From an optimization exercise on the open Yosys and OpenROAD flow, aimed at small area, a short achievable clock period and few clock cycles per item; shortcuts taken in it are not production practice.
Only simulation tests tie the RTL to the original design; equivalence was not proved.

==> design/flow/config.mk <==
export PLATFORM = sky130hd
export DESIGN_NAME = fp_mul
export DESIGN_NICKNAME = fp_mul
export VERILOG_FILES = /design/flow/design.v
export SDC_FILE = /design/flow/constraint.sdc
export NUM_CORES = 4
export LEC_CHECK = 0
export CAP_MARGIN = 20
export CORE_MARGIN = 2
export CORE_UTILIZATION = 40
export SLEW_MARGIN = 20
==> design/flow/constraint.sdc <==
create_clock -name core_clock -period 10.0 [get_ports {clk}]
set_input_delay 2.0000 -clock core_clock [delete_from_list [all_inputs] [get_ports {clk}]]
set_output_delay 2.0000 -clock core_clock [all_outputs]
set_load 0.01 [all_outputs]
==> design/flow/design.v <==
module fp_mul(input  wire clk,
              input  wire rst,
              input  wire in_valid,
              output wire in_ready,
              input  wire[31:0] a,
              input  wire[31:0] b,
              output reg  out_valid,
              output wire[31:0] y);
    parameter STEP_1 = 1'b0, STEP_2 = 1'b1;
    reg state;
    reg [24*2-1:0] product;
    reg [9:0] esum;
    reg s;
    reg is_nan, is_inf, is_zero;
    reg [31:0] result;
    wire a_zero = (a[30:23] == 8'd0);
    wire b_zero = (b[30:23] == 8'd0);
    wire a_inf  = (a[30:23] == 8'hff) & (a[22:0] == 0);
    wire b_inf  = (b[30:23] == 8'hff) & (b[22:0] == 0);
    wire a_nan  = (a[30:23] == 8'hff) & (a[22:0] != 0);
    wire b_nan  = (b[30:23] == 8'hff) & (b[22:0] != 0);
    assign in_ready = (state == STEP_1);
    always @(posedge clk) begin
        if (rst) begin
            state <= STEP_1;
            out_valid <= 1'b0;
        end else begin
            case (state)
                STEP_1: begin
                    out_valid <= 1'b0;
                    if (in_valid) state <= STEP_2;
                end
                STEP_2: begin
                    out_valid <= 1'b1;
                    state <= STEP_1;
                end
            endcase
        end
    end
    always @(posedge clk) begin
        if (state == STEP_1 && in_valid) begin
            product <= {1'b1, a[22:0]} * {1'b1, b[22:0]};
            esum    <= a[30:23] + b[30:23];
            s       <= a[31] ^ b[31];
            is_nan  <= a_nan | b_nan | (a_inf & b_zero) | (a_zero & b_inf);
            is_inf  <= (a_inf | b_inf) & ~(a_nan | b_nan);
            is_zero <= a_zero | b_zero;
        end
    end
    reg        normalized;
    reg [22:0] mant;
    reg        G, S;
    reg        round_up;
    reg [23:0] rounded;
    reg signed [10:0] e;
    always @(*) begin
        normalized = product[47];
        if (normalized) begin
            mant = product[46:24];
            G    = product[23];
            S    = |product[22:0];
        end else begin
            mant = product[45:23];
            G    = product[22];
            S    = |product[21:0];
        end
        round_up = G & (S | mant[0]);
        rounded  = {1'b0, mant} + round_up;
        e = $signed({1'b0, esum}) - 127 + normalized + rounded[23];
    end
    always @(posedge clk) begin
        if (state == STEP_2) begin
            if (is_nan)
                result <= 32'h7fc00000;
            else if (is_inf)
                result <= {s, 8'hff, 23'd0};
            else if (is_zero || e <= 0)
                result <= {s, 31'd0};
            else if (e >= 255)
                result <= {s, 8'hff, 23'd0};
            else
                result <= {s, e[7:0], rounded[22:0]};
        end
    end
    assign y = result;
endmodule
==> design/flow/run.sh <==
#!/bin/bash
# synth_recipe.tcl (not shown) runs the flow's synth.tcl, then flattens the netlist and writes it again
# the make line also repeats each setting of config.mk as NAME=value (left out here)
make -C /OpenROAD-flow-scripts/flow DESIGN_CONFIG=/design/flow/config.mk WORK_HOME=/design/flow/orfs CLKGATE_MAP_FILE= SYNTH_SCRIPT=/design/flow/synth_recipe.tcl finish
==> summary.md <==
| Metric | Value |
|---|---|
| Status | complete, no violations |
| Final hold viol count | 0 |
| Avg WL per Cell | ~19 um |
| Synth cell types | 60 |
| Post-CTS Setup Inserts | 0 |
| R2R Path Start | product[47]$_DFFE_PP_ |
| Max-slew violations | 0 |
| Post-synthesis sequential area ratio | a little under an eighth |
| Inserted Clock Buffers | 9 |
| Yosys warns | 1 |
| Starting Density | between 40% and 50% |
| Stages on worst setup path | 24 |
| Post_cts resized | 0 |
| Critical path's top delay family | adder cells |
| Largest net degree at the start of global routing | 63 |
| Worst-Margin Slew | just under 1000 ps |
| CP Max Fanout | 14 |
| Hold Path Class | reg2reg |
| DRT antenna net count | 0 |
| Crit path buf inv count | 6 |
| Slowest-stage cell, CP | clkdlybuf4s50_1 |
| Syn nets | between 3000 and 4000 |
| Max_slew headroom | a little over a third |
| Initial antenna violation count | 0 |
| Cell Area, Synth | roughly 24000 um2 |
| Setup-failing EPs final | 0 |
| Setup Skew | roughly 11 ps |
| Total Wirelength | 63.9 mm |
| IO Count | just over 100 |
| Starting DRT DRC Count | 1038 |
| Clock root buffer | clkbuf_16 |
| Element type at the critical path end | flop |
| Post-synthesis sequential element count | 95 |
| Row count | 89 |
| Hold Crit Depth | 2 |
| Synth Flop Type | edfxtp_1 |
| Routability Congestion | 0.920 |
| CTS tree | done |
| Asr flop ratio synth | 0% |
| Die Ht | ~250 um |
| Startpoint Class | primary input |
| Port-buffer cells | 100 |
| Worst R2R Setup Slack | roughly 4200 ps |
| CTS Hold Bufs | 0 |
| Clk sinks | 95 |
| Critical path class | in2reg |
| Die span in x | about 250 um |
| Critical path's largest stage delay | around 900 ps |
| Min-delay src | state$_SDFF_PP0_ |
| Worst endpoint data arrival time | between 10000 and 15000 ps |
| FF-to-FF path depth | 18 |
| Max-cap violations | 0 |
| Synthesized instance count | around 2500 |
| Yosys top cell area share | 40.9% |
| First-pass GRT wire length | 102 mm |
| CP most frequent cell | fa_1 |
| Count leader, synth | inv_1 |
| Cell taking the most area after synthesis | fa_1 |
| Final net count | 3359 |
| GRT Overall Usage | between 20% and 30% |
| Layout area overhead | 10.3% |
| Data required, critical path | 10210 ps |
| Vias | approximately 17000 |
| Post-DR vias/cell | about 5.1 |
| Final HPWL DP | between 50 and 60 mm |
| 1st-pass router iterations | 5 |
| Remaining DRCs | 0 |
| Critical Path, Cell by Cell | clkdlybuf4s50_1 -> buf_4 -> and2_1 -> fa_1 -> fa_1 -> inv_1 -> fa_1 -> fa_1 -> inv_1 -> fa_1 -> fa_1 -> inv_1 -> fa_1 -> inv_1 -> ha_1 -> nand4_1 -> nor4_1 -> o2111ai_1 -> nand4_1 -> nand3_1 -> o21ai_1 -> a21oi_1 -> nor4bb_1 -> a211o_1 |
| CTS H-tree depth | 3 |
| CP startpoint | b[6] |
| Remaining Overflow, GRT | 0 |
| Vias in the first global route | approximately 18000 |
| Post-route minimum period | about 10000 ps |
| Worst-Skew Late Latency | ~340 ps |
| Die area | just over 60000 um2 |
| Avg Synthesized Cell Area | between 9 and 10 um2 |
| Number of synthesized flops with an enable pin | 93 |
| Layout cells sized above 1 | ~4.5% |
| Final Util | between 40 and 50% |
| Final Cycle Share | around 98% |
| Antenna Cells | 0 |
| Clock-pin slew on the worst setup and hold paths | ~70 ps |
| CTS Buffer Depth | 2 |
| TNS Setup | 0 ps |
| RSZ-0062 raised after global routing | no |
| Top post-synthesis cells by count | 571 x inv_1, 484 x fa_1, 304 x nand2_1 |
| Total core area | slightly below 60000 um2 |
| Fmax | 102 MHz |
| Synth area leaders | fa_1 41%, edfxtp_1 12%, ha_1 9.9%, inv_1 9.0%, and2_1 7.0% |
layer usage:
metal	share of wire [%]	global-route usage (%)
met3	7.0	3.19
met1	44	29.6
met5	0	0
met4	3.1	6.45
met2	45	35.1
stage by stage:
step	hold slack (ps)	setup WS [ps]	area (um2)	cells
2_1_floorplan	509	1660	23700	2547
3_3_place_gp	440	186	25800	3382
3_5_place_dp	450	43.2	25800	3382
4_1_cts	463	403	26100	3398
5_1_grt	499	65.6	26100	3398
6_report	458	193	26100	3398
cell type report:
cell class / count / area (um2)
inverter: 573 / 2150
multi-input combinational: 1757 / 18200
tap: 773 / 967
sequential: 95 / 2830
timing repair buffer: 184 / 1640
clock buffer: 9 / 225
clock inverter: 7 / 78.8
fill: 5692 / 32700
kinds of logic (layout without fill, tap and decap cells):
group                      after synthesis  count (layout)  synth area share [%]
AOI/OAI and AO/OA                      191             191                  5.10
xor gates and xnor gates                90              90                  3.33
adders and majority gates              672             672                  50.8
buffers and inverters                  695             773                  11.1
DFF                                     95              95                  12.0
muxes                                   18              18                 0.792
and+or+nand+nor                        786             786                  16.9
cell usage in the layout, fill, tap and decap left out, drive strengths merged, types with 22 or more instances in the layout:
cell	instances
a21oi	61
buf	84
nand2	304
xnor2	49
inv	574
nand3	25
nand4	22
ha	188
a21o	30
clkdlybuf4s50	100
fa	484
edfxtp	93
nor2	80
xor2	41
o21ai	38
nor4	22
and2	267
worst register-to-register path: stages, from the launching register on:
cell	delay (ps)
edfxtp_1	330
buf_4	450
mux2i_1	270
nor4b_4	500
and4_1	310
and3_4	230
nor3b_4	250
nand3_1	160
ha_1	300
inv_1	60
ha_1	160
inv_1	60
fa_1	510
nor3_1	320
nor3b_1	230
o21ai_1	160
a31o_2	270
or2_1	540
a211oi_1	470
path summary, 6_finish.rpt:
| kind | end |
|---|---|
| worst max-delay path | product[45]$_DFFE_PP_ |
| worst min-delay path | out_valid$_SDFF_PP0_ |
| worst max register to register | result[12]$_SDFFCE_PP0P_ |
| worst min register to register | out_valid$_SDFF_PP0_ |
state kept, by name, indices dropped and copies added, names as in the netlist:
name	flops
is_zero	1
esum	9
is_nan	1
s	1
is_inf	1
out_valid	1
state	1
result	32
product	48
Testbench counts, summed over its fixed seeds: cycles 48,008, items 24,000.

-- afterwards: timing with drivers on the ports --
The flow's constraints put no driver on any port. The routed layout listed below was extracted and timed again, unchanged, in two steps.
Step 1, drivers: a clkbuf_16 drives clk and a buf_2 each remaining input, both assumed.
Step 2 times the ports against the registers' clock, not the clock port: input delays grow and output delays shrink by t, the midpoint of the rising clock arrivals with the driver on.
a / b / c = ideal ports / drivers / drivers and shift; a / b = the first two.
shift t [ns]: 0.380
setup slack, ns: 0.193 / 0.194 / -0.185
worst data-port slew with drivers (ns): 0.05
Met with ideal ports but missed after step 2: setup timing in this run. The setup slack of this run moves by +0.001 ns with the drivers and by -0.378 ns with both steps.
